What follows belongs to an exercise in optimizing a design on an open flow for small area, a short achievable clock period and few clock cycles; a production flow would make more cautious choices.
Where RTL was checked, it was by simulation tests only, not by an equivalence proof against the original.
No functional check of the RTL was part of runs 1 and 2.
No activity file was given, so power comes from the tool's default toggle rates.

### design/flow/constraint.sdc
create_clock -name core_clock -period 5.0 [get_ports {clk}]
set_input_delay 1.0000 -clock core_clock [delete_from_list [all_inputs] [get_ports {clk}]]
set_output_delay 1.0000 -clock core_clock [all_outputs]
set_load 0.01 [all_outputs]
### design/flow/design.v
module signed_right_shift_mplier #(
    parameter N = 32
)(
    input                 clk,
    input                 rst_n,       
    input    [N-1:0]      mcand,
    input    [N-1:0]      mplier,
    output   [2*N-1:0]    product,
    output                done
);
    reg  [31:0] mc;           
    reg  [31:0] pl;           
    reg  [3:0]  e_one, e_two, e_neg;   
    reg  [32:0] S, C;         
    reg  [7:0]  sl, cl;       
    reg         cin;          
    reg  [31:0] ph;           
    reg  [3:0]  e_onen, e_twon, e_negn;   
    reg         first;        
    reg         firstn;       
    reg  [2:0]  cnt;
    function [11:0] benc(input [8:0] b);
        integer k;
        reg x2, x1, x0;
        begin
            for (k = 0; k < 4; k = k + 1) begin
                x2 = b[2*k+2]; x1 = b[2*k+1]; x0 = b[2*k];
                benc[k]     = x1 ^ x0;                               
                benc[4+k]   = (x2 & ~x1 & ~x0) | (~x2 & x1 & x0);    
                benc[8+k]   = x2;                                    
            end
        end
    endfunction
    wire [11:0] enc_start = benc({mplier[7:0], 1'b0});
    wire [11:0] enc_next  = benc(pl[15:7]);
    wire [32:0] mx  = {mc[31], mc};
    wire [32:0] mx2 = {mc, 1'b0};
    wire [3:0]  one_h = ~e_onen, two_h = ~e_twon, neg_h = ~e_negn;
    wire [32:0] pp0, pp1, pp2, pp3;
    wire [32:0] sel0 = {({16{one_h[0]}} & mx[32:17]) | ({16{two_h[0]}} & mx2[32:17]),
                        ({17{e_one[0]}} & mx[16:0]) | ({17{e_two[0]}} & mx2[16:0])};
    wire [32:0] sel1 = {({16{one_h[1]}} & mx[32:17]) | ({16{two_h[1]}} & mx2[32:17]),
                        ({17{e_one[1]}} & mx[16:0]) | ({17{e_two[1]}} & mx2[16:0])};
    wire [32:0] sel2 = {({16{one_h[2]}} & mx[32:17]) | ({16{two_h[2]}} & mx2[32:17]),
                        ({17{e_one[2]}} & mx[16:0]) | ({17{e_two[2]}} & mx2[16:0])};
    wire [32:0] sel3 = {({16{one_h[3]}} & mx[32:17]) | ({16{two_h[3]}} & mx2[32:17]),
                        ({17{e_one[3]}} & mx[16:0]) | ({17{e_two[3]}} & mx2[16:0])};
    assign pp0 = (sel0 ^ {{16{neg_h[0]}}, {17{e_neg[0]}}}) ^ {1'b1, 32'b0};
    assign pp1 = (sel1 ^ {{16{neg_h[1]}}, {17{e_neg[1]}}}) ^ {1'b1, 32'b0};
    assign pp2 = (sel2 ^ {{16{neg_h[2]}}, {17{e_neg[2]}}}) ^ {1'b1, 32'b0};
    assign pp3 = (sel3 ^ {{16{neg_h[3]}}, {17{e_neg[3]}}}) ^ {1'b1, 32'b0};
    wire [32:0] negs;
    genvar g;
    generate
        for (g = 0; g < 33; g = g + 1) begin : g_negs
            if (g % 2 == 0 && g < 31) begin : g_e
                assign negs[g] = pl[g+1];
            end else begin : g_o
                assign negs[g] = 1'b0;
            end
        end
    endgenerate
    wire        first_h = ~firstn;
    wire [32:0] hs = {first_h ? negs[32:17] : S[32:17], first ? negs[16:0] : S[16:0]};
    wire [32:0] hc = {first_h ? {1'b1, 15'b0} : C[32:17], first ? 17'b0 : C[16:0]};
    wire hs0_ = hs[4] ^ hc[4];
    wire hc0_ = hs[4] & hc[4];
    wire fs0, fc0;
    csa_fa u_fa0 (.a(hs[5]), .b(hc[5]), .c(pp0[5]), .s(fs0), .co(fc0));
    wire fs1, fc1;
    csa_fa u_fa1 (.a(hs[6]), .b(hc[6]), .c(pp0[6]), .s(fs1), .co(fc1));
    wire hs1_ = pp1[4] ^ pp2[2];
    wire hc1_ = pp1[4] & pp2[2];
    wire fs2, fc2;
    csa_fa u_fa2 (.a(hs[7]), .b(hc[7]), .c(pp0[7]), .s(fs2), .co(fc2));
    wire fs3, fc3;
    csa_fa u_fa3 (.a(pp1[5]), .b(pp2[3]), .c(pp3[1]), .s(fs3), .co(fc3));
    wire fs4, fc4;
    csa_fa u_fa4 (.a(hs[8]), .b(hc[8]), .c(pp0[8]), .s(fs4), .co(fc4));
    wire fs5, fc5;
    csa_fa u_fa5 (.a(pp1[6]), .b(pp2[4]), .c(pp3[2]), .s(fs5), .co(fc5));
    wire fs6, fc6;
    csa_fa u_fa6 (.a(hs[9]), .b(hc[9]), .c(pp0[9]), .s(fs6), .co(fc6));
    wire fs7, fc7;
    csa_fa u_fa7 (.a(pp1[7]), .b(pp2[5]), .c(pp3[3]), .s(fs7), .co(fc7));
    wire fs8, fc8;
    csa_fa u_fa8 (.a(hs[10]), .b(hc[10]), .c(pp0[10]), .s(fs8), .co(fc8));
    wire fs9, fc9;
    csa_fa u_fa9 (.a(pp1[8]), .b(pp2[6]), .c(pp3[4]), .s(fs9), .co(fc9));
    wire fs10, fc10;
    csa_fa u_fa10 (.a(hs[11]), .b(hc[11]), .c(pp0[11]), .s(fs10), .co(fc10));
    wire fs11, fc11;
    csa_fa u_fa11 (.a(pp1[9]), .b(pp2[7]), .c(pp3[5]), .s(fs11), .co(fc11));
    wire fs12, fc12;
    csa_fa u_fa12 (.a(hs[12]), .b(hc[12]), .c(pp0[12]), .s(fs12), .co(fc12));
    wire fs13, fc13;
    csa_fa u_fa13 (.a(pp1[10]), .b(pp2[8]), .c(pp3[6]), .s(fs13), .co(fc13));
    wire fs14, fc14;
    csa_fa u_fa14 (.a(hs[13]), .b(hc[13]), .c(pp0[13]), .s(fs14), .co(fc14));
    wire fs15, fc15;
    csa_fa u_fa15 (.a(pp1[11]), .b(pp2[9]), .c(pp3[7]), .s(fs15), .co(fc15));
    wire fs16, fc16;
    csa_fa u_fa16 (.a(hs[14]), .b(hc[14]), .c(pp0[14]), .s(fs16), .co(fc16));
    wire fs17, fc17;
    csa_fa u_fa17 (.a(pp1[12]), .b(pp2[10]), .c(pp3[8]), .s(fs17), .co(fc17));
    wire fs18, fc18;
    csa_fa u_fa18 (.a(hs[15]), .b(hc[15]), .c(pp0[15]), .s(fs18), .co(fc18));
    wire fs19, fc19;
    csa_fa u_fa19 (.a(pp1[13]), .b(pp2[11]), .c(pp3[9]), .s(fs19), .co(fc19));
    wire fs20, fc20;
    csa_fa u_fa20 (.a(hs[16]), .b(hc[16]), .c(pp0[16]), .s(fs20), .co(fc20));
    wire fs21, fc21;
    csa_fa u_fa21 (.a(pp1[14]), .b(pp2[12]), .c(pp3[10]), .s(fs21), .co(fc21));
    wire fs22, fc22;
    csa_fa u_fa22 (.a(hs[17]), .b(hc[17]), .c(pp0[17]), .s(fs22), .co(fc22));
    wire fs23, fc23;
    csa_fa u_fa23 (.a(pp1[15]), .b(pp2[13]), .c(pp3[11]), .s(fs23), .co(fc23));
    wire fs24, fc24;
    csa_fa u_fa24 (.a(hs[18]), .b(hc[18]), .c(pp0[18]), .s(fs24), .co(fc24));
    wire fs25, fc25;
    csa_fa u_fa25 (.a(pp1[16]), .b(pp2[14]), .c(pp3[12]), .s(fs25), .co(fc25));
    wire fs26, fc26;
    csa_fa u_fa26 (.a(hs[19]), .b(hc[19]), .c(pp0[19]), .s(fs26), .co(fc26));
    wire fs27, fc27;
    csa_fa u_fa27 (.a(pp1[17]), .b(pp2[15]), .c(pp3[13]), .s(fs27), .co(fc27));
    wire fs28, fc28;
    csa_fa u_fa28 (.a(hs[20]), .b(hc[20]), .c(pp0[20]), .s(fs28), .co(fc28));
    wire fs29, fc29;
    csa_fa u_fa29 (.a(pp1[18]), .b(pp2[16]), .c(pp3[14]), .s(fs29), .co(fc29));
    wire fs30, fc30;
    csa_fa u_fa30 (.a(hs[21]), .b(hc[21]), .c(pp0[21]), .s(fs30), .co(fc30));
    wire fs31, fc31;
    csa_fa u_fa31 (.a(pp1[19]), .b(pp2[17]), .c(pp3[15]), .s(fs31), .co(fc31));
    wire fs32, fc32;
    csa_fa u_fa32 (.a(hs[22]), .b(hc[22]), .c(pp0[22]), .s(fs32), .co(fc32));
    wire fs33, fc33;
    csa_fa u_fa33 (.a(pp1[20]), .b(pp2[18]), .c(pp3[16]), .s(fs33), .co(fc33));
    wire fs34, fc34;
    csa_fa u_fa34 (.a(hs[23]), .b(hc[23]), .c(pp0[23]), .s(fs34), .co(fc34));
    wire fs35, fc35;
    csa_fa u_fa35 (.a(pp1[21]), .b(pp2[19]), .c(pp3[17]), .s(fs35), .co(fc35));
    wire fs36, fc36;
    csa_fa u_fa36 (.a(hs[24]), .b(hc[24]), .c(pp0[24]), .s(fs36), .co(fc36));
    wire fs37, fc37;
    csa_fa u_fa37 (.a(pp1[22]), .b(pp2[20]), .c(pp3[18]), .s(fs37), .co(fc37));
    wire fs38, fc38;
    csa_fa u_fa38 (.a(hs[25]), .b(hc[25]), .c(pp0[25]), .s(fs38), .co(fc38));
    wire fs39, fc39;
    csa_fa u_fa39 (.a(pp1[23]), .b(pp2[21]), .c(pp3[19]), .s(fs39), .co(fc39));
    wire fs40, fc40;
    csa_fa u_fa40 (.a(hs[26]), .b(hc[26]), .c(pp0[26]), .s(fs40), .co(fc40));
    wire fs41, fc41;
    csa_fa u_fa41 (.a(pp1[24]), .b(pp2[22]), .c(pp3[20]), .s(fs41), .co(fc41));
    wire fs42, fc42;
    csa_fa u_fa42 (.a(hs[27]), .b(hc[27]), .c(pp0[27]), .s(fs42), .co(fc42));
    wire fs43, fc43;
    csa_fa u_fa43 (.a(pp1[25]), .b(pp2[23]), .c(pp3[21]), .s(fs43), .co(fc43));
    wire fs44, fc44;
    csa_fa u_fa44 (.a(hs[28]), .b(hc[28]), .c(pp0[28]), .s(fs44), .co(fc44));
    wire fs45, fc45;
    csa_fa u_fa45 (.a(pp1[26]), .b(pp2[24]), .c(pp3[22]), .s(fs45), .co(fc45));
    wire fs46, fc46;
    csa_fa u_fa46 (.a(hs[29]), .b(hc[29]), .c(pp0[29]), .s(fs46), .co(fc46));
    wire fs47, fc47;
    csa_fa u_fa47 (.a(pp1[27]), .b(pp2[25]), .c(pp3[23]), .s(fs47), .co(fc47));
    wire fs48, fc48;
    csa_fa u_fa48 (.a(hs[30]), .b(hc[30]), .c(pp0[30]), .s(fs48), .co(fc48));
    wire fs49, fc49;
    csa_fa u_fa49 (.a(pp1[28]), .b(pp2[26]), .c(pp3[24]), .s(fs49), .co(fc49));
    wire fs50, fc50;
    csa_fa u_fa50 (.a(hs[31]), .b(hc[31]), .c(pp0[31]), .s(fs50), .co(fc50));
    wire fs51, fc51;
    csa_fa u_fa51 (.a(pp1[29]), .b(pp2[27]), .c(pp3[25]), .s(fs51), .co(fc51));
    wire fs52, fc52;
    csa_fa u_fa52 (.a(hs[32]), .b(hc[32]), .c(pp0[32]), .s(fs52), .co(fc52));
    wire fs53, fc53;
    csa_fa u_fa53 (.a(pp1[30]), .b(pp2[28]), .c(pp3[26]), .s(fs53), .co(fc53));
    wire fs54 = ~(pp1[31] ^ pp2[29]);
    wire fc54 = pp1[31] | pp2[29];
    wire hs2_ = hs[2] ^ hc[2];
    wire hc2_ = hs[2] & hc[2];
    wire fs55, fc55;
    csa_fa u_fa55 (.a(hs[3]), .b(hc[3]), .c(pp0[3]), .s(fs55), .co(fc55));
    wire fs56, fc56;
    csa_fa u_fa56 (.a(hs0_), .b(pp0[4]), .c(pp1[2]), .s(fs56), .co(fc56));
    wire fs57, fc57;
    csa_fa u_fa57 (.a(hc0_), .b(pp1[3]), .c(pp2[1]), .s(fs57), .co(fc57));
    wire fs58, fc58;
    csa_fa u_fa58 (.a(pp3[0]), .b(hs1_), .c(fc0), .s(fs58), .co(fc58));
    wire fs59, fc59;
    csa_fa u_fa59 (.a(hc1_), .b(fc1), .c(fs2), .s(fs59), .co(fc59));
    wire fs60, fc60;
    csa_fa u_fa60 (.a(fc2), .b(fc3), .c(fs4), .s(fs60), .co(fc60));
    wire fs61, fc61;
    csa_fa u_fa61 (.a(fc4), .b(fc5), .c(fs6), .s(fs61), .co(fc61));
    wire fs62, fc62;
    csa_fa u_fa62 (.a(fc6), .b(fc7), .c(fs8), .s(fs62), .co(fc62));
    wire fs63, fc63;
    csa_fa u_fa63 (.a(fc8), .b(fc9), .c(fs10), .s(fs63), .co(fc63));
    wire fs64, fc64;
    csa_fa u_fa64 (.a(fc10), .b(fc11), .c(fs12), .s(fs64), .co(fc64));
    wire fs65, fc65;
    csa_fa u_fa65 (.a(fc12), .b(fc13), .c(fs14), .s(fs65), .co(fc65));
    wire fs66, fc66;
    csa_fa u_fa66 (.a(fc14), .b(fc15), .c(fs16), .s(fs66), .co(fc66));
    wire fs67, fc67;
    csa_fa u_fa67 (.a(fc16), .b(fc17), .c(fs18), .s(fs67), .co(fc67));
    wire fs68, fc68;
    csa_fa u_fa68 (.a(fc18), .b(fc19), .c(fs20), .s(fs68), .co(fc68));
    wire fs69, fc69;
    csa_fa u_fa69 (.a(fc20), .b(fc21), .c(fs22), .s(fs69), .co(fc69));
    wire fs70, fc70;
    csa_fa u_fa70 (.a(fc22), .b(fc23), .c(fs24), .s(fs70), .co(fc70));
    wire fs71, fc71;
    csa_fa u_fa71 (.a(fc24), .b(fc25), .c(fs26), .s(fs71), .co(fc71));
    wire fs72, fc72;
    csa_fa u_fa72 (.a(fc26), .b(fc27), .c(fs28), .s(fs72), .co(fc72));
    wire fs73, fc73;
    csa_fa u_fa73 (.a(fc28), .b(fc29), .c(fs30), .s(fs73), .co(fc73));
    wire fs74, fc74;
    csa_fa u_fa74 (.a(fc30), .b(fc31), .c(fs32), .s(fs74), .co(fc74));
    wire fs75, fc75;
    csa_fa u_fa75 (.a(fc32), .b(fc33), .c(fs34), .s(fs75), .co(fc75));
    wire fs76, fc76;
    csa_fa u_fa76 (.a(fc34), .b(fc35), .c(fs36), .s(fs76), .co(fc76));
    wire fs77, fc77;
    csa_fa u_fa77 (.a(fc36), .b(fc37), .c(fs38), .s(fs77), .co(fc77));
    wire fs78, fc78;
    csa_fa u_fa78 (.a(fc38), .b(fc39), .c(fs40), .s(fs78), .co(fc78));
    wire fs79, fc79;
    csa_fa u_fa79 (.a(fc40), .b(fc41), .c(fs42), .s(fs79), .co(fc79));
    wire fs80, fc80;
    csa_fa u_fa80 (.a(fc42), .b(fc43), .c(fs44), .s(fs80), .co(fc80));
    wire fs81, fc81;
    csa_fa u_fa81 (.a(fc44), .b(fc45), .c(fs46), .s(fs81), .co(fc81));
    wire fs82, fc82;
    csa_fa u_fa82 (.a(fc46), .b(fc47), .c(fs48), .s(fs82), .co(fc82));
    wire fs83, fc83;
    csa_fa u_fa83 (.a(fc48), .b(fc49), .c(fs50), .s(fs83), .co(fc83));
    wire fs84, fc84;
    csa_fa u_fa84 (.a(fc50), .b(fc51), .c(fs52), .s(fs84), .co(fc84));
    wire fs85, fc85;
    csa_fa u_fa85 (.a(pp3[27]), .b(fc52), .c(fc53), .s(fs85), .co(fc85));
    wire fs86, fc86;
    csa_fa u_fa86 (.a(pp1[32]), .b(pp2[30]), .c(pp3[28]), .s(fs86), .co(fc86));
    wire hs3_ = 1'b1 ^ pp2[31];
    wire hc3_ = 1'b1 & pp2[31];
    wire fs87, fc87;
    csa_fa u_fa87 (.a(hs[0]), .b(hc[0]), .c(pp0[0]), .s(fs87), .co(fc87));
    wire fs88, fc88;
    csa_fa u_fa88 (.a(hs[1]), .b(hc[1]), .c(pp0[1]), .s(fs88), .co(fc88));
    wire fs89, fc89;
    csa_fa u_fa89 (.a(hs2_), .b(pp0[2]), .c(pp1[0]), .s(fs89), .co(fc89));
    wire fs90, fc90;
    csa_fa u_fa90 (.a(hc2_), .b(pp1[1]), .c(fs55), .s(fs90), .co(fc90));
    wire fs91, fc91;
    csa_fa u_fa91 (.a(pp2[0]), .b(fc55), .c(fs56), .s(fs91), .co(fc91));
    wire fs92, fc92;
    csa_fa u_fa92 (.a(fc56), .b(fs0), .c(fs57), .s(fs92), .co(fc92));
    wire fs93, fc93;
    csa_fa u_fa93 (.a(fc57), .b(fs1), .c(fs58), .s(fs93), .co(fc93));
    wire fs94, fc94;
    csa_fa u_fa94 (.a(fs3), .b(fc58), .c(fs59), .s(fs94), .co(fc94));
    wire fs95, fc95;
    csa_fa u_fa95 (.a(fs5), .b(fc59), .c(fs60), .s(fs95), .co(fc95));
    wire fs96, fc96;
    csa_fa u_fa96 (.a(fs7), .b(fc60), .c(fs61), .s(fs96), .co(fc96));
    wire fs97, fc97;
    csa_fa u_fa97 (.a(fs9), .b(fc61), .c(fs62), .s(fs97), .co(fc97));
    wire fs98, fc98;
    csa_fa u_fa98 (.a(fs11), .b(fc62), .c(fs63), .s(fs98), .co(fc98));
    wire fs99, fc99;
    csa_fa u_fa99 (.a(fs13), .b(fc63), .c(fs64), .s(fs99), .co(fc99));
    wire fs100, fc100;
    csa_fa u_fa100 (.a(fs15), .b(fc64), .c(fs65), .s(fs100), .co(fc100));
    wire fs101, fc101;
    csa_fa u_fa101 (.a(fs17), .b(fc65), .c(fs66), .s(fs101), .co(fc101));
    wire fs102, fc102;
    csa_fa u_fa102 (.a(fs19), .b(fc66), .c(fs67), .s(fs102), .co(fc102));
    wire fs103, fc103;
    csa_fa u_fa103 (.a(fs21), .b(fc67), .c(fs68), .s(fs103), .co(fc103));
    wire fs104, fc104;
    csa_fa u_fa104 (.a(fs23), .b(fc68), .c(fs69), .s(fs104), .co(fc104));
    wire fs105, fc105;
    csa_fa u_fa105 (.a(fs25), .b(fc69), .c(fs70), .s(fs105), .co(fc105));
    wire fs106, fc106;
    csa_fa u_fa106 (.a(fs27), .b(fc70), .c(fs71), .s(fs106), .co(fc106));
    wire fs107, fc107;
    csa_fa u_fa107 (.a(fs29), .b(fc71), .c(fs72), .s(fs107), .co(fc107));
    wire fs108, fc108;
    csa_fa u_fa108 (.a(fs31), .b(fc72), .c(fs73), .s(fs108), .co(fc108));
    wire fs109, fc109;
    csa_fa u_fa109 (.a(fs33), .b(fc73), .c(fs74), .s(fs109), .co(fc109));
    wire fs110, fc110;
    csa_fa u_fa110 (.a(fs35), .b(fc74), .c(fs75), .s(fs110), .co(fc110));
    wire fs111, fc111;
    csa_fa u_fa111 (.a(fs37), .b(fc75), .c(fs76), .s(fs111), .co(fc111));
    wire fs112, fc112;
    csa_fa u_fa112 (.a(fs39), .b(fc76), .c(fs77), .s(fs112), .co(fc112));
    wire fs113, fc113;
    csa_fa u_fa113 (.a(fs41), .b(fc77), .c(fs78), .s(fs113), .co(fc113));
    wire fs114, fc114;
    csa_fa u_fa114 (.a(fs43), .b(fc78), .c(fs79), .s(fs114), .co(fc114));
    wire fs115, fc115;
    csa_fa u_fa115 (.a(fs45), .b(fc79), .c(fs80), .s(fs115), .co(fc115));
    wire fs116, fc116;
    csa_fa u_fa116 (.a(fs47), .b(fc80), .c(fs81), .s(fs116), .co(fc116));
    wire fs117, fc117;
    csa_fa u_fa117 (.a(fs49), .b(fc81), .c(fs82), .s(fs117), .co(fc117));
    wire fs118, fc118;
    csa_fa u_fa118 (.a(fs51), .b(fc82), .c(fs83), .s(fs118), .co(fc118));
    wire fs119, fc119;
    csa_fa u_fa119 (.a(fs53), .b(fc83), .c(fs84), .s(fs119), .co(fc119));
    wire fs120, fc120;
    csa_fa u_fa120 (.a(fs54), .b(fs85), .c(fc84), .s(fs120), .co(fc120));
    wire fs121, fc121;
    csa_fa u_fa121 (.a(fc54), .b(fs86), .c(fc85), .s(fs121), .co(fc121));
    wire fs122, fc122;
    csa_fa u_fa122 (.a(pp3[29]), .b(hs3_), .c(fc86), .s(fs122), .co(fc122));
    wire fs123, fc123;
    csa_fa u_fa123 (.a(pp2[32]), .b(pp3[30]), .c(hc3_), .s(fs123), .co(fc123));
    wire hs4_ = 1'b1 ^ pp3[31];
    wire hc4_ = 1'b1 & pp3[31];
    wire [40:0] cs_s = {1'b0, 1'b1, pp3[32], hs4_, fs123, fs122, fs121, fs120, fs119, fs118, fs117, fs116, fs115, fs114, fs113, fs112, fs111, fs110, fs109, fs108, fs107, fs106, fs105, fs104, fs103, fs102, fs101, fs100, fs99, fs98, fs97, fs96, fs95, fs94, fs93, fs92, fs91, fs90, fs89, fs88, fs87};
    wire [40:0] cs_c = {1'b0, 1'b0, hc4_, fc123, fc122, fc121, fc120, fc119, fc118, fc117, fc116, fc115, fc114, fc113, fc112, fc111, fc110, fc109, fc108, fc107, fc106, fc105, fc104, fc103, fc102, fc101, fc100, fc99, fc98, fc97, fc96, fc95, fc94, fc93, fc92, fc91, fc90, fc89, fc88, fc87, 1'b0};
    wire [39:0] fa_a = {S[31:0], sl};
    wire [39:0] fa_b = {C[31:0], cl[7:1], cin};
    wire [39:0] pg_g = fa_a & fa_b;
    wire [39:0] pg_p = fa_a ^ fa_b;
    wire sk_g0_1;
    pfx_gray u_sk0 (.gh(pg_g[1]), .ph(pg_p[1]), .gl(pg_g[0]), .g(sk_g0_1));
    wire sk_g0_3, sk_p0_3;
    pfx_black u_sk1 (.gh(pg_g[3]), .ph(pg_p[3]), .gl(pg_g[2]), .pl(pg_p[2]), .g(sk_g0_3), .p(sk_p0_3));
    wire sk_g0_5, sk_p0_5;
    pfx_black u_sk2 (.gh(pg_g[5]), .ph(pg_p[5]), .gl(pg_g[4]), .pl(pg_p[4]), .g(sk_g0_5), .p(sk_p0_5));
    wire sk_g0_7, sk_p0_7;
    pfx_black u_sk3 (.gh(pg_g[7]), .ph(pg_p[7]), .gl(pg_g[6]), .pl(pg_p[6]), .g(sk_g0_7), .p(sk_p0_7));
    wire sk_g0_9, sk_p0_9;
    pfx_black u_sk4 (.gh(pg_g[9]), .ph(pg_p[9]), .gl(pg_g[8]), .pl(pg_p[8]), .g(sk_g0_9), .p(sk_p0_9));
    wire sk_g0_11, sk_p0_11;
    pfx_black u_sk5 (.gh(pg_g[11]), .ph(pg_p[11]), .gl(pg_g[10]), .pl(pg_p[10]), .g(sk_g0_11), .p(sk_p0_11));
    wire sk_g0_13, sk_p0_13;
    pfx_black u_sk6 (.gh(pg_g[13]), .ph(pg_p[13]), .gl(pg_g[12]), .pl(pg_p[12]), .g(sk_g0_13), .p(sk_p0_13));
    wire sk_g0_15, sk_p0_15;
    pfx_black u_sk7 (.gh(pg_g[15]), .ph(pg_p[15]), .gl(pg_g[14]), .pl(pg_p[14]), .g(sk_g0_15), .p(sk_p0_15));
    wire sk_g0_17, sk_p0_17;
    pfx_black u_sk8 (.gh(pg_g[17]), .ph(pg_p[17]), .gl(pg_g[16]), .pl(pg_p[16]), .g(sk_g0_17), .p(sk_p0_17));
    wire sk_g0_19, sk_p0_19;
    pfx_black u_sk9 (.gh(pg_g[19]), .ph(pg_p[19]), .gl(pg_g[18]), .pl(pg_p[18]), .g(sk_g0_19), .p(sk_p0_19));
    wire sk_g0_21, sk_p0_21;
    pfx_black u_sk10 (.gh(pg_g[21]), .ph(pg_p[21]), .gl(pg_g[20]), .pl(pg_p[20]), .g(sk_g0_21), .p(sk_p0_21));
    wire sk_g0_23, sk_p0_23;
    pfx_black u_sk11 (.gh(pg_g[23]), .ph(pg_p[23]), .gl(pg_g[22]), .pl(pg_p[22]), .g(sk_g0_23), .p(sk_p0_23));
    wire sk_g0_25, sk_p0_25;
    pfx_black u_sk12 (.gh(pg_g[25]), .ph(pg_p[25]), .gl(pg_g[24]), .pl(pg_p[24]), .g(sk_g0_25), .p(sk_p0_25));
    wire sk_g0_27, sk_p0_27;
    pfx_black u_sk13 (.gh(pg_g[27]), .ph(pg_p[27]), .gl(pg_g[26]), .pl(pg_p[26]), .g(sk_g0_27), .p(sk_p0_27));
    wire sk_g0_29, sk_p0_29;
    pfx_black u_sk14 (.gh(pg_g[29]), .ph(pg_p[29]), .gl(pg_g[28]), .pl(pg_p[28]), .g(sk_g0_29), .p(sk_p0_29));
    wire sk_g0_31, sk_p0_31;
    pfx_black u_sk15 (.gh(pg_g[31]), .ph(pg_p[31]), .gl(pg_g[30]), .pl(pg_p[30]), .g(sk_g0_31), .p(sk_p0_31));
    wire sk_g0_33, sk_p0_33;
    pfx_black u_sk16 (.gh(pg_g[33]), .ph(pg_p[33]), .gl(pg_g[32]), .pl(pg_p[32]), .g(sk_g0_33), .p(sk_p0_33));
    wire sk_g0_35, sk_p0_35;
    pfx_black u_sk17 (.gh(pg_g[35]), .ph(pg_p[35]), .gl(pg_g[34]), .pl(pg_p[34]), .g(sk_g0_35), .p(sk_p0_35));
    wire sk_g0_37, sk_p0_37;
    pfx_black u_sk18 (.gh(pg_g[37]), .ph(pg_p[37]), .gl(pg_g[36]), .pl(pg_p[36]), .g(sk_g0_37), .p(sk_p0_37));
    wire sk_g0_39, sk_p0_39;
    pfx_black u_sk19 (.gh(pg_g[39]), .ph(pg_p[39]), .gl(pg_g[38]), .pl(pg_p[38]), .g(sk_g0_39), .p(sk_p0_39));
    wire sk_g1_2;
    pfx_gray u_sk20 (.gh(pg_g[2]), .ph(pg_p[2]), .gl(sk_g0_1), .g(sk_g1_2));
    wire sk_g1_3;
    pfx_gray u_sk21 (.gh(sk_g0_3), .ph(sk_p0_3), .gl(sk_g0_1), .g(sk_g1_3));
    wire sk_g1_6, sk_p1_6;
    pfx_black u_sk22 (.gh(pg_g[6]), .ph(pg_p[6]), .gl(sk_g0_5), .pl(sk_p0_5), .g(sk_g1_6), .p(sk_p1_6));
    wire sk_g1_7, sk_p1_7;
    pfx_black u_sk23 (.gh(sk_g0_7), .ph(sk_p0_7), .gl(sk_g0_5), .pl(sk_p0_5), .g(sk_g1_7), .p(sk_p1_7));
    wire sk_g1_10, sk_p1_10;
    pfx_black u_sk24 (.gh(pg_g[10]), .ph(pg_p[10]), .gl(sk_g0_9), .pl(sk_p0_9), .g(sk_g1_10), .p(sk_p1_10));
    wire sk_g1_11, sk_p1_11;
    pfx_black u_sk25 (.gh(sk_g0_11), .ph(sk_p0_11), .gl(sk_g0_9), .pl(sk_p0_9), .g(sk_g1_11), .p(sk_p1_11));
    wire sk_g1_14, sk_p1_14;
    pfx_black u_sk26 (.gh(pg_g[14]), .ph(pg_p[14]), .gl(sk_g0_13), .pl(sk_p0_13), .g(sk_g1_14), .p(sk_p1_14));
    wire sk_g1_15, sk_p1_15;
    pfx_black u_sk27 (.gh(sk_g0_15), .ph(sk_p0_15), .gl(sk_g0_13), .pl(sk_p0_13), .g(sk_g1_15), .p(sk_p1_15));
    wire sk_g1_18, sk_p1_18;
    pfx_black u_sk28 (.gh(pg_g[18]), .ph(pg_p[18]), .gl(sk_g0_17), .pl(sk_p0_17), .g(sk_g1_18), .p(sk_p1_18));
    wire sk_g1_19, sk_p1_19;
    pfx_black u_sk29 (.gh(sk_g0_19), .ph(sk_p0_19), .gl(sk_g0_17), .pl(sk_p0_17), .g(sk_g1_19), .p(sk_p1_19));
    wire sk_g1_22, sk_p1_22;
    pfx_black u_sk30 (.gh(pg_g[22]), .ph(pg_p[22]), .gl(sk_g0_21), .pl(sk_p0_21), .g(sk_g1_22), .p(sk_p1_22));
    wire sk_g1_23, sk_p1_23;
    pfx_black u_sk31 (.gh(sk_g0_23), .ph(sk_p0_23), .gl(sk_g0_21), .pl(sk_p0_21), .g(sk_g1_23), .p(sk_p1_23));
    wire sk_g1_26, sk_p1_26;
    pfx_black u_sk32 (.gh(pg_g[26]), .ph(pg_p[26]), .gl(sk_g0_25), .pl(sk_p0_25), .g(sk_g1_26), .p(sk_p1_26));
    wire sk_g1_27, sk_p1_27;
    pfx_black u_sk33 (.gh(sk_g0_27), .ph(sk_p0_27), .gl(sk_g0_25), .pl(sk_p0_25), .g(sk_g1_27), .p(sk_p1_27));
    wire sk_g1_30, sk_p1_30;
    pfx_black u_sk34 (.gh(pg_g[30]), .ph(pg_p[30]), .gl(sk_g0_29), .pl(sk_p0_29), .g(sk_g1_30), .p(sk_p1_30));
    wire sk_g1_31, sk_p1_31;
    pfx_black u_sk35 (.gh(sk_g0_31), .ph(sk_p0_31), .gl(sk_g0_29), .pl(sk_p0_29), .g(sk_g1_31), .p(sk_p1_31));
    wire sk_g1_34, sk_p1_34;
    pfx_black u_sk36 (.gh(pg_g[34]), .ph(pg_p[34]), .gl(sk_g0_33), .pl(sk_p0_33), .g(sk_g1_34), .p(sk_p1_34));
    wire sk_g1_35, sk_p1_35;
    pfx_black u_sk37 (.gh(sk_g0_35), .ph(sk_p0_35), .gl(sk_g0_33), .pl(sk_p0_33), .g(sk_g1_35), .p(sk_p1_35));
    wire sk_g1_38, sk_p1_38;
    pfx_black u_sk38 (.gh(pg_g[38]), .ph(pg_p[38]), .gl(sk_g0_37), .pl(sk_p0_37), .g(sk_g1_38), .p(sk_p1_38));
    wire sk_g1_39, sk_p1_39;
    pfx_black u_sk39 (.gh(sk_g0_39), .ph(sk_p0_39), .gl(sk_g0_37), .pl(sk_p0_37), .g(sk_g1_39), .p(sk_p1_39));
    wire sk_g2_4;
    pfx_gray u_sk40 (.gh(pg_g[4]), .ph(pg_p[4]), .gl(sk_g1_3), .g(sk_g2_4));
    wire sk_g2_5;
    pfx_gray u_sk41 (.gh(sk_g0_5), .ph(sk_p0_5), .gl(sk_g1_3), .g(sk_g2_5));
    wire sk_g2_6;
    pfx_gray u_sk42 (.gh(sk_g1_6), .ph(sk_p1_6), .gl(sk_g1_3), .g(sk_g2_6));
    wire sk_g2_7;
    pfx_gray u_sk43 (.gh(sk_g1_7), .ph(sk_p1_7), .gl(sk_g1_3), .g(sk_g2_7));
    wire sk_g2_12, sk_p2_12;
    pfx_black u_sk44 (.gh(pg_g[12]), .ph(pg_p[12]), .gl(sk_g1_11), .pl(sk_p1_11), .g(sk_g2_12), .p(sk_p2_12));
    wire sk_g2_13, sk_p2_13;
    pfx_black u_sk45 (.gh(sk_g0_13), .ph(sk_p0_13), .gl(sk_g1_11), .pl(sk_p1_11), .g(sk_g2_13), .p(sk_p2_13));
    wire sk_g2_14, sk_p2_14;
    pfx_black u_sk46 (.gh(sk_g1_14), .ph(sk_p1_14), .gl(sk_g1_11), .pl(sk_p1_11), .g(sk_g2_14), .p(sk_p2_14));
    wire sk_g2_15, sk_p2_15;
    pfx_black u_sk47 (.gh(sk_g1_15), .ph(sk_p1_15), .gl(sk_g1_11), .pl(sk_p1_11), .g(sk_g2_15), .p(sk_p2_15));
    wire sk_g2_20, sk_p2_20;
    pfx_black u_sk48 (.gh(pg_g[20]), .ph(pg_p[20]), .gl(sk_g1_19), .pl(sk_p1_19), .g(sk_g2_20), .p(sk_p2_20));
    wire sk_g2_21, sk_p2_21;
    pfx_black u_sk49 (.gh(sk_g0_21), .ph(sk_p0_21), .gl(sk_g1_19), .pl(sk_p1_19), .g(sk_g2_21), .p(sk_p2_21));
    wire sk_g2_22, sk_p2_22;
    pfx_black u_sk50 (.gh(sk_g1_22), .ph(sk_p1_22), .gl(sk_g1_19), .pl(sk_p1_19), .g(sk_g2_22), .p(sk_p2_22));
    wire sk_g2_23, sk_p2_23;
    pfx_black u_sk51 (.gh(sk_g1_23), .ph(sk_p1_23), .gl(sk_g1_19), .pl(sk_p1_19), .g(sk_g2_23), .p(sk_p2_23));
    wire sk_g2_28, sk_p2_28;
    pfx_black u_sk52 (.gh(pg_g[28]), .ph(pg_p[28]), .gl(sk_g1_27), .pl(sk_p1_27), .g(sk_g2_28), .p(sk_p2_28));
    wire sk_g2_29, sk_p2_29;
    pfx_black u_sk53 (.gh(sk_g0_29), .ph(sk_p0_29), .gl(sk_g1_27), .pl(sk_p1_27), .g(sk_g2_29), .p(sk_p2_29));
    wire sk_g2_30, sk_p2_30;
    pfx_black u_sk54 (.gh(sk_g1_30), .ph(sk_p1_30), .gl(sk_g1_27), .pl(sk_p1_27), .g(sk_g2_30), .p(sk_p2_30));
    wire sk_g2_31, sk_p2_31;
    pfx_black u_sk55 (.gh(sk_g1_31), .ph(sk_p1_31), .gl(sk_g1_27), .pl(sk_p1_27), .g(sk_g2_31), .p(sk_p2_31));
    wire sk_g2_36, sk_p2_36;
    pfx_black u_sk56 (.gh(pg_g[36]), .ph(pg_p[36]), .gl(sk_g1_35), .pl(sk_p1_35), .g(sk_g2_36), .p(sk_p2_36));
    wire sk_g2_37, sk_p2_37;
    pfx_black u_sk57 (.gh(sk_g0_37), .ph(sk_p0_37), .gl(sk_g1_35), .pl(sk_p1_35), .g(sk_g2_37), .p(sk_p2_37));
    wire sk_g2_38, sk_p2_38;
    pfx_black u_sk58 (.gh(sk_g1_38), .ph(sk_p1_38), .gl(sk_g1_35), .pl(sk_p1_35), .g(sk_g2_38), .p(sk_p2_38));
    wire sk_g2_39, sk_p2_39;
    pfx_black u_sk59 (.gh(sk_g1_39), .ph(sk_p1_39), .gl(sk_g1_35), .pl(sk_p1_35), .g(sk_g2_39), .p(sk_p2_39));
    wire sk_g3_8;
    pfx_gray u_sk60 (.gh(pg_g[8]), .ph(pg_p[8]), .gl(sk_g2_7), .g(sk_g3_8));
    wire sk_g3_9;
    pfx_gray u_sk61 (.gh(sk_g0_9), .ph(sk_p0_9), .gl(sk_g2_7), .g(sk_g3_9));
    wire sk_g3_10;
    pfx_gray u_sk62 (.gh(sk_g1_10), .ph(sk_p1_10), .gl(sk_g2_7), .g(sk_g3_10));
    wire sk_g3_11;
    pfx_gray u_sk63 (.gh(sk_g1_11), .ph(sk_p1_11), .gl(sk_g2_7), .g(sk_g3_11));
    wire sk_g3_12;
    pfx_gray u_sk64 (.gh(sk_g2_12), .ph(sk_p2_12), .gl(sk_g2_7), .g(sk_g3_12));
    wire sk_g3_13;
    pfx_gray u_sk65 (.gh(sk_g2_13), .ph(sk_p2_13), .gl(sk_g2_7), .g(sk_g3_13));
    wire sk_g3_14;
    pfx_gray u_sk66 (.gh(sk_g2_14), .ph(sk_p2_14), .gl(sk_g2_7), .g(sk_g3_14));
    wire sk_g3_15;
    pfx_gray u_sk67 (.gh(sk_g2_15), .ph(sk_p2_15), .gl(sk_g2_7), .g(sk_g3_15));
    wire sk_g3_24, sk_p3_24;
    pfx_black u_sk68 (.gh(pg_g[24]), .ph(pg_p[24]), .gl(sk_g2_23), .pl(sk_p2_23), .g(sk_g3_24), .p(sk_p3_24));
    wire sk_g3_25, sk_p3_25;
    pfx_black u_sk69 (.gh(sk_g0_25), .ph(sk_p0_25), .gl(sk_g2_23), .pl(sk_p2_23), .g(sk_g3_25), .p(sk_p3_25));
    wire sk_g3_26, sk_p3_26;
    pfx_black u_sk70 (.gh(sk_g1_26), .ph(sk_p1_26), .gl(sk_g2_23), .pl(sk_p2_23), .g(sk_g3_26), .p(sk_p3_26));
    wire sk_g3_27, sk_p3_27;
    pfx_black u_sk71 (.gh(sk_g1_27), .ph(sk_p1_27), .gl(sk_g2_23), .pl(sk_p2_23), .g(sk_g3_27), .p(sk_p3_27));
    wire sk_g3_28, sk_p3_28;
    pfx_black u_sk72 (.gh(sk_g2_28), .ph(sk_p2_28), .gl(sk_g2_23), .pl(sk_p2_23), .g(sk_g3_28), .p(sk_p3_28));
    wire sk_g3_29, sk_p3_29;
    pfx_black u_sk73 (.gh(sk_g2_29), .ph(sk_p2_29), .gl(sk_g2_23), .pl(sk_p2_23), .g(sk_g3_29), .p(sk_p3_29));
    wire sk_g3_30, sk_p3_30;
    pfx_black u_sk74 (.gh(sk_g2_30), .ph(sk_p2_30), .gl(sk_g2_23), .pl(sk_p2_23), .g(sk_g3_30), .p(sk_p3_30));
    wire sk_g3_31, sk_p3_31;
    pfx_black u_sk75 (.gh(sk_g2_31), .ph(sk_p2_31), .gl(sk_g2_23), .pl(sk_p2_23), .g(sk_g3_31), .p(sk_p3_31));
    wire sk_g4_16;
    pfx_gray u_sk76 (.gh(pg_g[16]), .ph(pg_p[16]), .gl(sk_g3_15), .g(sk_g4_16));
    wire sk_g4_17;
    pfx_gray u_sk77 (.gh(sk_g0_17), .ph(sk_p0_17), .gl(sk_g3_15), .g(sk_g4_17));
    wire sk_g4_18;
    pfx_gray u_sk78 (.gh(sk_g1_18), .ph(sk_p1_18), .gl(sk_g3_15), .g(sk_g4_18));
    wire sk_g4_19;
    pfx_gray u_sk79 (.gh(sk_g1_19), .ph(sk_p1_19), .gl(sk_g3_15), .g(sk_g4_19));
    wire sk_g4_20;
    pfx_gray u_sk80 (.gh(sk_g2_20), .ph(sk_p2_20), .gl(sk_g3_15), .g(sk_g4_20));
    wire sk_g4_21;
    pfx_gray u_sk81 (.gh(sk_g2_21), .ph(sk_p2_21), .gl(sk_g3_15), .g(sk_g4_21));
    wire sk_g4_22;
    pfx_gray u_sk82 (.gh(sk_g2_22), .ph(sk_p2_22), .gl(sk_g3_15), .g(sk_g4_22));
    wire sk_g4_23;
    pfx_gray u_sk83 (.gh(sk_g2_23), .ph(sk_p2_23), .gl(sk_g3_15), .g(sk_g4_23));
    wire sk_g4_24;
    pfx_gray u_sk84 (.gh(sk_g3_24), .ph(sk_p3_24), .gl(sk_g3_15), .g(sk_g4_24));
    wire sk_g4_25;
    pfx_gray u_sk85 (.gh(sk_g3_25), .ph(sk_p3_25), .gl(sk_g3_15), .g(sk_g4_25));
    wire sk_g4_26;
    pfx_gray u_sk86 (.gh(sk_g3_26), .ph(sk_p3_26), .gl(sk_g3_15), .g(sk_g4_26));
    wire sk_g4_27;
    pfx_gray u_sk87 (.gh(sk_g3_27), .ph(sk_p3_27), .gl(sk_g3_15), .g(sk_g4_27));
    wire sk_g4_28;
    pfx_gray u_sk88 (.gh(sk_g3_28), .ph(sk_p3_28), .gl(sk_g3_15), .g(sk_g4_28));
    wire sk_g4_29;
    pfx_gray u_sk89 (.gh(sk_g3_29), .ph(sk_p3_29), .gl(sk_g3_15), .g(sk_g4_29));
    wire sk_g4_30;
    pfx_gray u_sk90 (.gh(sk_g3_30), .ph(sk_p3_30), .gl(sk_g3_15), .g(sk_g4_30));
    wire sk_g4_31;
    pfx_gray u_sk91 (.gh(sk_g3_31), .ph(sk_p3_31), .gl(sk_g3_15), .g(sk_g4_31));
    wire sk_g5_32;
    pfx_gray u_sk92 (.gh(pg_g[32]), .ph(pg_p[32]), .gl(sk_g4_31), .g(sk_g5_32));
    wire sk_g5_33;
    pfx_gray u_sk93 (.gh(sk_g0_33), .ph(sk_p0_33), .gl(sk_g4_31), .g(sk_g5_33));
    wire sk_g5_34;
    pfx_gray u_sk94 (.gh(sk_g1_34), .ph(sk_p1_34), .gl(sk_g4_31), .g(sk_g5_34));
    wire sk_g5_35;
    pfx_gray u_sk95 (.gh(sk_g1_35), .ph(sk_p1_35), .gl(sk_g4_31), .g(sk_g5_35));
    wire sk_g5_36;
    pfx_gray u_sk96 (.gh(sk_g2_36), .ph(sk_p2_36), .gl(sk_g4_31), .g(sk_g5_36));
    wire sk_g5_37;
    pfx_gray u_sk97 (.gh(sk_g2_37), .ph(sk_p2_37), .gl(sk_g4_31), .g(sk_g5_37));
    wire sk_g5_38;
    pfx_gray u_sk98 (.gh(sk_g2_38), .ph(sk_p2_38), .gl(sk_g4_31), .g(sk_g5_38));
    wire sk_g5_39;
    pfx_gray u_sk99 (.gh(sk_g2_39), .ph(sk_p2_39), .gl(sk_g4_31), .g(sk_g5_39));
    wire [39:0] fsum;
    assign fsum[0] = pg_p[0];
    assign fsum[1] = pg_p[1] ^ pg_g[0];
    assign fsum[2] = pg_p[2] ^ sk_g0_1;
    assign fsum[3] = pg_p[3] ^ sk_g1_2;
    assign fsum[4] = pg_p[4] ^ sk_g1_3;
    assign fsum[5] = pg_p[5] ^ sk_g2_4;
    assign fsum[6] = pg_p[6] ^ sk_g2_5;
    assign fsum[7] = pg_p[7] ^ sk_g2_6;
    assign fsum[8] = pg_p[8] ^ sk_g2_7;
    assign fsum[9] = pg_p[9] ^ sk_g3_8;
    assign fsum[10] = pg_p[10] ^ sk_g3_9;
    assign fsum[11] = pg_p[11] ^ sk_g3_10;
    assign fsum[12] = pg_p[12] ^ sk_g3_11;
    assign fsum[13] = pg_p[13] ^ sk_g3_12;
    assign fsum[14] = pg_p[14] ^ sk_g3_13;
    assign fsum[15] = pg_p[15] ^ sk_g3_14;
    assign fsum[16] = pg_p[16] ^ sk_g3_15;
    assign fsum[17] = pg_p[17] ^ sk_g4_16;
    assign fsum[18] = pg_p[18] ^ sk_g4_17;
    assign fsum[19] = pg_p[19] ^ sk_g4_18;
    assign fsum[20] = pg_p[20] ^ sk_g4_19;
    assign fsum[21] = pg_p[21] ^ sk_g4_20;
    assign fsum[22] = pg_p[22] ^ sk_g4_21;
    assign fsum[23] = pg_p[23] ^ sk_g4_22;
    assign fsum[24] = pg_p[24] ^ sk_g4_23;
    assign fsum[25] = pg_p[25] ^ sk_g4_24;
    assign fsum[26] = pg_p[26] ^ sk_g4_25;
    assign fsum[27] = pg_p[27] ^ sk_g4_26;
    assign fsum[28] = pg_p[28] ^ sk_g4_27;
    assign fsum[29] = pg_p[29] ^ sk_g4_28;
    assign fsum[30] = pg_p[30] ^ sk_g4_29;
    assign fsum[31] = pg_p[31] ^ sk_g4_30;
    assign fsum[32] = pg_p[32] ^ sk_g4_31;
    assign fsum[33] = pg_p[33] ^ sk_g5_32;
    assign fsum[34] = pg_p[34] ^ sk_g5_33;
    assign fsum[35] = pg_p[35] ^ sk_g5_34;
    assign fsum[36] = pg_p[36] ^ sk_g5_35;
    assign fsum[37] = pg_p[37] ^ sk_g5_36;
    assign fsum[38] = pg_p[38] ^ sk_g5_37;
    assign fsum[39] = pg_p[39] ^ sk_g5_38;
    wire cout = sk_g2_7;
    always @(posedge clk) begin
        first  <= ~rst_n;
        firstn <= rst_n;
        if (!rst_n) begin
            mc    <= mcand;
            pl    <= mplier;
            e_one <= enc_start[3:0];
            e_two <= enc_start[7:4];
            e_neg <= enc_start[11:8];
            e_onen <= ~enc_start[3:0];
            e_twon <= ~enc_start[7:4];
            e_negn <= ~enc_start[11:8];
            cnt   <= 3'd0;
        end else begin
            pl    <= {fsum[7:0], pl[31:8]};
            e_one <= enc_next[3:0];
            e_two <= enc_next[7:4];
            e_neg <= enc_next[11:8];
            e_onen <= ~enc_next[3:0];
            e_twon <= ~enc_next[7:4];
            e_negn <= ~enc_next[11:8];
            cnt   <= cnt + 3'd1;
        end
        S   <= cs_s[40:8];
        C   <= cs_c[40:8];
        sl  <= cs_s[7:0];
        cl  <= cs_c[7:0];
        cin <= first ? 1'b0 : cout;
        ph  <= fsum[39:8];
    end
    assign product = {ph, pl};
    assign done    = (cnt == 3'd5);
endmodule
module pfx_black (
    input  gh,
    input  ph,
    input  gl,
    input  pl,
    output g,
    output p
);
    assign g = gh | (ph & gl);
    assign p = ph & pl;
endmodule
module pfx_gray (
    input  gh,
    input  ph,
    input  gl,
    output g
);
    assign g = gh | (ph & gl);
endmodule
module csa_fa (
    input  a,
    input  b,
    input  c,
    output s,
    output co
);
    assign s  = a ^ b ^ c;
    assign co = (a & b) | (a & c) | (b & c);
endmodule
### design/flow/standard.sh
#!/bin/bash
# synth_recipe.tcl (not shown) runs the flow's synth.tcl, then flattens the netlist and writes it again
# the make line also repeats each setting of config.mk as NAME=value (left out here)
make -C /OpenROAD-flow-scripts/flow DESIGN_CONFIG=/design/flow/config.mk WORK_HOME=/design/flow/orfs CLKGATE_MAP_FILE= SYNTH_SCRIPT=/design/flow/synth_recipe.tcl "${@:-finish}"
### design/flow/config.mk
export PLATFORM = sky130hd
export DESIGN_NAME = signed_right_shift_mplier
export DESIGN_NICKNAME = signed_right_shift_mplier
export VERILOG_FILES = /design/flow/design.v
export SDC_FILE = /design/flow/constraint.sdc
export NUM_CORES = 4
export LEC_CHECK = 0
export CAP_MARGIN = 20
export CORE_MARGIN = 2
export CORE_UTILIZATION = 40
export CTS_BUF_LIST = sky130_fd_sc_hd__clkbuf_4 sky130_fd_sc_hd__clkbuf_8
export SETUP_SLACK_MARGIN = 2.3
export SLEW_MARGIN = 20
export SYNTH_HIERARCHICAL = 1
### design/flow/flow/run.sh
#!/bin/bash
# Standard ORFS layout, but with small buffers on the ports instead of the
# delay cells buffer_ports picks by default.  Each tool's output is logged
# by ORFS under orfs/logs; make's own output goes to flow_make.log.
set -euo pipefail
export BUFFER_PORTS_ARGS="-buffer_cell sky130_fd_sc_hd__buf_1"
bash standard.sh > flow_make.log 2>&1
==> results.txt, run 1 <==
most used cell, CP fa_1; Layout fillers 2915; min cycle time layout 2.60 ns; Detailed Place HPWL 23200 um; area delta synth->final 9.03%; Yosys cell types 36; Critical Path RT 5.38 ns; startpoint types flip-flop; clock root buffer clkbuf_8; unrepaired setup endpoints after global routing no; gr ovfl total 0; Post-Synthesis Cell Area 12500 um2; final period utilization 52.1%; DIE WIDTH 181 um; first-pass GRT wire length 47200 um; H-Tree Level Count 4; die footprint 32700 um2; Via density 5.16; CP max-delay cell fa_1; IO Port Bufs 130; hold buffer count at CTS 0; setup TNS 0 ns; worst hold endpoint cnt[0]; initial DRC count 690; pre-CTS setup slack 1.96 ns; chip height 181 um; Crit Path Category flip-flop to flip-flop; Post-synth ARST share 0%; syn avg cell area 11.5 um2; Max clock buf depth 2; nets@finish 1407; Std-Cell Rows 64; placed inst area 13100 um2; clock sinks 199; Core Box Area 30700 um2; RR Endpoint S[22]; Post-Synthesis Cells 1090; Max-Cap Viols 0; relative slew slack 55.9%; P per Cell Area 745 nW/um2; Worst R2R Setup Slack 2.40 ns; CTS clk-pin slew, worst paths 0.12 ns; Achievable Freq 384 MHz; Seq/Total Area, Yosys 34.4%; GPL Wtd Cong 0.877; gr usage total 18.7%; design area 13600 um2; Final Max Tran Viols 0; Setup crit end kind flip-flop; largest net degree at the start of global routing 63; clk_skew 0.0133 ns; CP max stage delay 0.53 ns; hold wc startpoint cnt[0]; number of global-route vias before repair 8265; initial antenna violation count 0; DR WL/cell 19.1 um; R2R depth 6; worst path arrival time 2.98 ns; Detail Route Antenna Nets 0; storage element area 4340 um2; Inserted Clock Buffers 17; r2r startpoint mc[30]; Peak supply drop 0.213 mV; Hold Crit Class flip-flop to flip-flop; WHS 0.455 ns; DR vias 8164; drt total wl 30300 um; hold path depth 1; drt first pass iters 7; synth warn 7; io pins 131; status finished clean; worst-path fanout max 8; share of cells above drive strength 1 9.19%; number of synthesized flops with an enable pin 32; Worst-Skew Late Latency 0.50 ns; static leakage 5.67 nW; fin worst setup slack 2.40 ns; Top FF cell, synth dfxtp_1; critical path cell sequence inv_1 > o22ai_1 > xnor2_1 > fa_1 > fa_1 > fa_1; n_diodes 0; Worst Tran Pin Value 0.662 ns; Multi-input gate area 7710 um2; final setup fails 0; final hold vios 0; Synth Register Bits 199; CTS tree built; Residual DRC 0; Starting Density 40.8%
## where the power goes
group | internal (mW) | switching, mW
logic | 2.93 | 3.13
clock network | 0.433 | 0.684
registers | 2.41 | 0.578
## kinds of logic after synthesis
logic type                 Yosys count  share of synthesized area, %
adders and majority gates          168                          24.2
DFF                                199                          34.4
other                                1                        0.0300
and+or+nand+nor                    150                          7.09
muxes                               39                          3.49
xor gates and xnor gates           180                          12.6
AOI/OAI and AO/OA                  249                          14.1
buffers and inverters              104                          4.14
## per-module statistics from Yosys (local to each module, per instance)
module                     flip-flops and latches  times used
signed_right_shift_mplier                     199           1
csa_fa                                          0         123
pfx_black                                       0          58
pfx_gray                                        0          38
## cell usage after synthesis (28+ instances only)
master	n	share of area [%]
a21o_1	97	5.8
a22oi_1	64	3.8
and2_1	81	4.1
buf_2	32	1.3
dfxtp_1	167	27
edfxtp_1	32	7.7
fa_1	123	20
ha_1	45	4.5
mux2_2	37	3.3
nor2b_1	28	1.4
o22ai_1	59	2.9
xnor2_1	142	9.9
xor2_1	38	2.7
## registers in the layout, indices dropped and copies added, names as in the netlist
name    count
C          31
S          31
cin         1
cl          7
cnt         3
e_neg       3
e_negn      4
e_one       4
e_onen      4
e_two       4
e_twon      4
first       1
firstn      1
mc         32
ph         32
pl         29
sl          8
## per-layer routing
| metal | part of all wire (%) | global-route usage [%] | routed length [um] |
|---|---|---|---|
| met5 | 0 | 0 | 0 |
| met4 | 2.1 | 6.23 | 623 |
| met3 | 5.4 | 3.37 | 1630 |
| met2 | 45 | 28.4 | 13500 |
| met1 | 48 | 26.8 | 14500 |
## worst max-delay path: cells and delay by family (launching register included)
kind / cells / cell delay, ns
flip-flops: 1 / 0.37
adder cells (fa/ha/maj): 3 / 1.46
buffers and inverters: 1 / 0.23
XOR/XNOR: 1 / 0.28
AO/OA/AOI/OAI: 1 / 0.15
## stage by stage
stage,util [%],std cells,power (mW)
after floorplan,-,1091,7.34
after global placement,42.8,1547,8.89
after detailed placement,42.8,1547,9.06
after CTS,44.3,1579,10.3
after global routing,44.5,1582,11.1
final,44.5,1582,10.2
## layout by cell type (no fill, tap or decap), types with 5 or more instances in the layout
cell and instances:
clkbuf_8 17, a21oi_1 9, inv_1 26, nor2b_1 28
fa_1 123, xnor2_1 142, ha_1 45, o21a_1 7
dfxtp_1 145, a21o_1 94, o22ai_1 59, a22oi_1 64
o21ai_0 8, nor2_1 11, edfxtp_1 32, nand2_1 18
buf_4 11, clkinv_8 5, and2_1 81, dfxtp_2 20
buf_1 129, mux2_2 37, xor2_1 38
## repair_timing
action	4_1_cts	5_1_grt
buffers inserted	0	3
endpoints found under the hold margin	0	0
gates resized for setup	18	11
pin swaps	0	1
setup endpoints to repair	58	47
## area by class of cell
type | instances | area share (%)
Multi-Input combinational cell | 788 | 56.5
Sequential cell | 199 | 31.8
Timing Repair Buffer | 141 | 4.19
Tap cell | 396 | 3.63
Clock buffer | 17 | 1.72
Clock inverter | 15 | 1.44
Inverter | 26 | 0.715
## worst max-delay path by stage
stage,startpoint,to,slack [ns],depth (start not counted)
finish,mc[30],S[22],2.40,6
CTS,e_two[0],S[2],2.31,5
global placement,firstn,S[23],2.05,4
detailed placement,firstn,S[22],1.96,4
global route,mc[18],S[10],2.33,6
floorplan,first,S[7],2.47,6
==> run 2: changes to the inputs <==
--- a/design/flow/config.mk
+++ b/design/flow/config.mk
@@ -8,7 +8,7 @@
 export CAP_MARGIN = 20
 export CORE_MARGIN = 2
-export CORE_UTILIZATION = 40
-export CTS_BUF_LIST = sky130_fd_sc_hd__clkbuf_4 sky130_fd_sc_hd__clkbuf_8
-export SETUP_SLACK_MARGIN = 2.3
+export CORE_UTILIZATION = 65
+export PLACE_DENSITY = 0.75
+export SETUP_SLACK_MARGIN = 2.5
 export SLEW_MARGIN = 20
 export SYNTH_HIERARCHICAL = 1
==> results.txt, run 2 <==
synth warn 7; xor/xnor share of the synthesized area 12.6%; Starting Density 66.7%; Seq pwr share 28.9%; Switching Share 41.9%; most used cell, CP fa_1; DR vias 8607; Via density 5.96; pre-CTS setup slack 2.03 ns; die footprint 20400 um2; static leakage 5.83 nW; nets@finish 1428; final hold vios 0; IO Port Bufs 130; Inserted Clock Buffers 17; min cycle time layout 2.53 ns; clock power share 12.9%; setup TNS 0 ns; Int Pwr 6.12 mW; area delta synth->final 11.7%; Max-Cap Viols 0; Crit Path Category flip-flop to flip-flop; fin worst setup slack 2.47 ns; R2R depth 6; first-pass GRT wire length 46200 um; H-Tree Level Count 4; critical path cell sequence buf_4 > a22oi_2 > xnor2_1 > fa_1 > fa_1 > fa_1; Detailed Place HPWL 21500 um; post-synthesis simple-gate area fraction 7.09%; drt first pass iters 5; chip height 143 um; DIE WIDTH 143 um; Critical Path RT 5.32 ns; WHS 0.459 ns; gr usage total 30.1%; Yosys top cell area share 26.7%; Detail Route Antenna Nets 0; biggest regs mc (32), ph (32); most common cell after layout, fill and taps aside dfxtp_1; Setup crit end kind flip-flop; Hold Crit Class flip-flop to flip-flop; unrepaired setup endpoints after global routing yes; Peak supply drop 0.426 mV; share of cells above drive strength 1 14.8%; Critical Path Source mc[16]; top-count cell post-synth dfxtp_1; Core Box Area 18800 um2; Synth Register Bits 199; commonest cells in the netlist dfxtp_1 (167), xnor2_1 (142), fa_1 (123); Max clock buf depth 2; hold path depth 1; clock root buffer clkbuf_16; clk_skew 0.0131 ns; CTS tree built; Worst-Skew Late Latency 0.44 ns; Final Max Tran Viols 0; P per Cell Area 753 nW/um2; GPL Wtd Cong 0.876; startpoint types flip-flop; largest net degree at the start of global routing 33; Post-Synthesis Cells 1090; Residual DRC 0; Worst Tran Pin Value 0.697 ns; Achievable Freq 395 MHz; clock sinks 199; CP max-delay cell fa_1; most area-hungry cell type in the Yosys netlist dfxtp_1; Post-synth ARST share 0%; initial DRC count 714; final period utilization 50.6%; Top FF cell, synth dfxtp_1; adder-cell share of the synthesized area 24.2%; syn avg cell area 11.5 um2; compound-gate portion of the synthesized area 14.1%; drt total wl 29500 um; post-synthesis mux area share 3.49%; hold buffer count at CTS 0; Seq/Total Area, Yosys 34.4%; final setup fails 0; main combinational cell family by area after synthesis adder cells; relative slew slack 53.5%; Sw Pwr 4.40 mW; combinational power share 58.2%; ranking of synthesized cells by area dfxtp_1 (27%), fa_1 (20%), xnor2_1 (9.9%); number of global-route vias before repair 8441; most frequent cells in the layout dfxtp_1 (142), xnor2_1 (139), buf_1 (129); r2r startpoint mc[16]; hold wc startpoint cnt[0]; gr ovfl total 0; io pins 131; number of synthesized flops with an enable pin 32; Yosys cell types 36; initial antenna violation count 2; CTS clk-pin slew, worst paths 0.08 ns; DR WL/cell 20.4 um; Std-Cell Rows 50; Post-Synthesis Cell Area 12500 um2; status finished clean; worst path arrival time 2.85 ns; worst-path fanout max 4; CP max stage delay 0.55 ns
run 2: cell counts after synthesis:
Identical to the previous run, type by type.
run 2: power by group through the flow:
stage               clock, mW  sequential (mW)  combinational [mW]
floorplan                   0             2.75                4.59
global placement            0             3.03                5.69
detailed placement          0             3.03                5.94
CTS                      1.37             3.02                6.05
global route             1.42             3.09                6.91
finish                   1.35             3.04                6.13
run 2: worst paths after layout:
path	slack (ns)	end
min reg2reg	0.46	cnt[0]
min	0.46	cnt[0]
max	2.47	S[8]
max reg2reg	2.47	S[8]
run 2: per-stage QoR:
step	util, %	cell area [um2]	instances	power [mW]
3_3_place_gp	68.9	12900	1384	8.73
2_1_floorplan	-	12500	1091	7.34
3_5_place_dp	68.9	12900	1384	8.97
4_1_cts	72.9	13700	1425	10.4
6_report	74.5	14000	1443	10.5
5_1_grt	74.5	14000	1442	11.4
run 2: final cells by class:
type	instances	area [um2]
inverters	26	114
diodes	2	5.00
flip-flops and latches	199	4380
repair buffers	162	748
multi-input cells	788	7870
clock buffers	18	429
fillers	1280	4790
clock inverters	14	146
well taps	234	293
run 2: worst max-delay path, delay by kind of cell (launching register included):
kind            cells  cell delay, ns
fa+ha+maj           3            1.51
flops               1            0.45
buf+inv             1            0.19
compound gates      1            0.16
xor+xnor            1            0.11
run 2: kinds of logic (layout without fill, tap and decap cells):
family	after synthesis	count (layout)
buffers and inverters	104	220
adders and majority gates	168	168
DFF	199	199
muxes	39	39
xor gates and xnor gates	180	180
other	1	4
and+or+nand+nor	150	150
AOI/OAI and AO/OA	249	249
run 2: timing repair:
item / 4_1_cts / 5_1_grt
pin swaps: 0 / 14
endpoints found under the setup margin: 70 / 47
resized for setup: 55 / 49
setup buffers: 9 / 16
run 2: modules after synthesis (local to each module, per instance):
module / cells / flops+latches / cell area, um2
pfx_gray: 1 / 0 / 7.51
csa_fa: 1 / 0 / 20.0
pfx_black: 2 / 0 / 13.8
signed_right_shift_mplier: 813 / 199 / 8970
run 2: layer usage:
| layer | GRT usage (%) | vias to the layer above | part of all wire (%) |
|---|---|---|---|
| met4 | 9.95 | 0 | 2.5 |
| met5 | 0 | - | 0 |
| met1 | 44.0 | 4178 | 45 |
| met3 | 7.58 | 53 | 9.4 |
| met2 | 44.2 | 439 | 43 |
| li1 | - | 3937 | - |
==> run 3: changes to the inputs <==
--- a/design/flow/design.v
+++ b/design/flow/design.v
@@ -629,5 +629,14 @@
     output co
 );
-    assign s  = a ^ b ^ c;
+    wire t;
+    csa_xor u_x (.a(a), .b(b), .y(t));
+    assign s  = t ^ c;
     assign co = (a & b) | (a & c) | (b & c);
 endmodule
+module csa_xor (
+    input  a,
+    input  b,
+    output y
+);
+    assign y = a ^ b;
+endmodule
--- a/design/flow/config.mk
+++ b/design/flow/config.mk
@@ -8,6 +8,5 @@
 export CAP_MARGIN = 20
 export CORE_MARGIN = 2
-export CORE_UTILIZATION = 65
-export PLACE_DENSITY = 0.75
+export CORE_UTILIZATION = 40
 export SETUP_SLACK_MARGIN = 2.5
 export SLEW_MARGIN = 20
==> results.txt, run 3 <==
critical path cell sequence buf_1; startpoint types flip-flop; Worst Tran Pin Value 0.715 ns; Hold Crit Class flip-flop to flip-flop; io pins 131; setup TNS 0 ns; IO Port Bufs 130; GPL Wtd Cong 0.818; drt total wl 33000 um; unrepaired setup endpoints after global routing no; worst-path fanout max 19; DR vias 9571; CTS tree built; hold buffer count at CTS 0; number of global-route vias before repair 9416; final hold vios 0; gr busiest metal met2; Critical Path RT 4.00 ns; Core Box Area 33500 um2; Setup crit end kind output pin; nets@finish 1529; share of cells above drive strength 1 15.7%; clock root buffer clkbuf_16; biggest regs mc (32), ph (32); DIE WIDTH 188 um; Achievable Freq 407 MHz; met1 Usage GRT 27.7%; Post-synth ARST share 0%; Top FF cell, synth dfxtp_1; Std-Cell Rows 67; worst path arrival time 1.45 ns; status finished clean; most common cell after layout, fill and taps aside xor2_1; static leakage 6.35 nW; final period utilization 49.1%; Crit path max-delay family flip-flops; top-count cell post-synth xor2_1; initial DRC count 637; clk_skew 0.0108 ns; final setup fails 0; post-layout util 44.5%; most area-hungry cell type in the Yosys netlist dfxtp_1; gr usage total 19.0%; CTS clk-pin slew, worst paths 0.08 ns; die footprint 35500 um2; clock sinks 199; Max clock buf depth 2; number of synthesized flops with an enable pin 32; largest net degree at the start of global routing 64; drt first pass iters 5; H-Tree Level Count 4; Yosys cell types 36; P per Cell Area 810 nW/um2; ranking of synthesized cells by area dfxtp_1 (25%), xor2_1 (18%), maj3_2 (10%); DR WL/cell 17.5 um; initial antenna violation count 0; gr ovfl total 0; M3 GR Usage 3.05%; most frequent cells in the layout xor2_1 (284), dfxtp_1 (150), xnor2_1 (142); Crit path buffers/inverters 1; Final Max Tran Viols 0; Yosys top cell area share 24.6%; CP max stage delay 0.75 ns; synth warn 7; Worst-Skew Late Latency 0.45 ns; CP max-delay cell dfxtp_2; Peak supply drop 0.390 mV; Max-Cap Viols 0; Inserted Clock Buffers 17; Post-Synthesis Cells 1336; syn avg cell area 10.2 um2; met2 usage 28.9%; chip height 188 um; Via density 5.09; min cycle time layout 2.45 ns; first-pass GRT wire length 52700 um; Synth Register Bits 199; Detailed Place HPWL 25600 um; relative slew slack 52.3%; Seq/Total Area, Yosys 31.7%; Post-Synthesis Cell Area 13600 um2; Residual DRC 0; Starting Density 40.5%; commonest cells in the netlist xor2_1 (284), dfxtp_1 (167), xnor2_1 (142); Detail Route Antenna Nets 0; Crit Path Category flip-flop to output pin; area delta synth->final 9.91%
[run 3: power breakdown]
group,total [mW],switching [mW],internal (mW)
logic,7.68,4.05,3.63
registers,3.02,0.603,2.41
clock network,1.40,0.721,0.680
[run 3: repair_timing]
action / 4_1_cts / 5_1_grt
gates resized for setup: 7 / 17
endpoints found under the hold margin: 0 / 0
setup endpoints to repair: 49 / 60
buffers inserted: 0 / 2
[run 3: cell families (layout without fill, tap and decap cells)]
logic type / after synthesis / count (layout) / synth area share (%)
fa+ha+maj: 168 / 168 / 14.3
xor+xnor: 426 / 426 / 27.5
other cells: 1 / 5 / 0.0276
simple gates: 150 / 150 / 6.53
buf+inv: 104 / 196 / 3.81
flops: 199 / 199 / 31.7
mux: 39 / 39 / 3.21
compound gates: 249 / 249 / 13.0
[run 3: cell type report]
class,instances,area (um2)
Clock buffer,18,429
Antenna cell,1,2.50
Multi-Input combinational cell,1036,8790
Clock inverter,14,170
Timing Repair Buffer,138,549
Inverter,26,101
Tap cell,448,561
Fill cell,3263,18600
Sequential cell,199,4330
[run 3: Yosys stat by module (local to each module, per instance)]
module | cell area (um2) | times used
signed_right_shift_mplier | 8970 | 1
csa_fa | 20.0 | 123
pfx_black | 13.8 | 58
csa_xor | 8.76 | 123
pfx_gray | 7.51 | 38
[run 3: path summary, 6_finish.rpt]
path,slack [ns],end,cells past startpoint,startpoint
max,2.55,product[5],1,e_neg[2]
min,0.46,cnt[0],1,cnt[0]
max reg2reg,2.61,ph[29],8,cl[1]
min reg2reg,0.46,cnt[0],1,cnt[0]
[run 3: per-layer routing]
metal  up-vias  routed length, um
met5         -                  0
met4         0                555
met3        24               1420
met2       216              14300
met1      4576              16600
li1       4755                  -
[run 3: per-stage QoR]
step,std cells,power (mW),setup slack (ns),cell area (um2),hold WS [ns]
2_1_floorplan,1339,9.06,2.62,13600,0.406
3_3_place_gp,1845,10.6,2.18,14300,0.420
3_5_place_dp,1845,10.7,2.07,14300,0.450
4_1_cts,1877,12.2,2.52,14900,0.462
5_1_grt,1879,13.2,2.50,14900,0.492
6_report,1880,12.1,2.55,14900,0.456
Testbench counts of run 3, summed over its fixed seeds: cycles 48,000.

==> re-timing with driven ports <==
In the flow no input, the clock included, has a driving cell. The finished layouts below were timed again as built, in two steps.
Step 1: set_driving_cell puts a clkbuf_16 on clk and a buf_2 on each other input, an assumption about the parent block.
Step 2 moves the port delays by t, midway between the first and last clock arrival at a register: inputs arrive t later, outputs are due t later. That takes back most of the time a late clock gives input paths.
Slacks: no drivers / after step 1 / after step 2; pairs: no drivers / after step 1.
run | shift t [ns] | setup slack, ns | worst setup path after step 2 | worst register clock-pin slew, ns
run 1 | 0.540 | 2.396 / 2.372 / 2.396 | register to register | 0.12 / 0.12
run 2 | 0.483 | 2.468 / 2.468 / 2.468 | register to register | 0.08 / 0.08
run 3 | 0.497 | 2.546 / 2.496 / 2.440 | input to register | 0.08 / 0.08
After both steps every run listed still meets setup and hold. The setup slack of run 3, which loses most, moves by -0.050 ns with the drivers and by -0.106 ns with both steps.
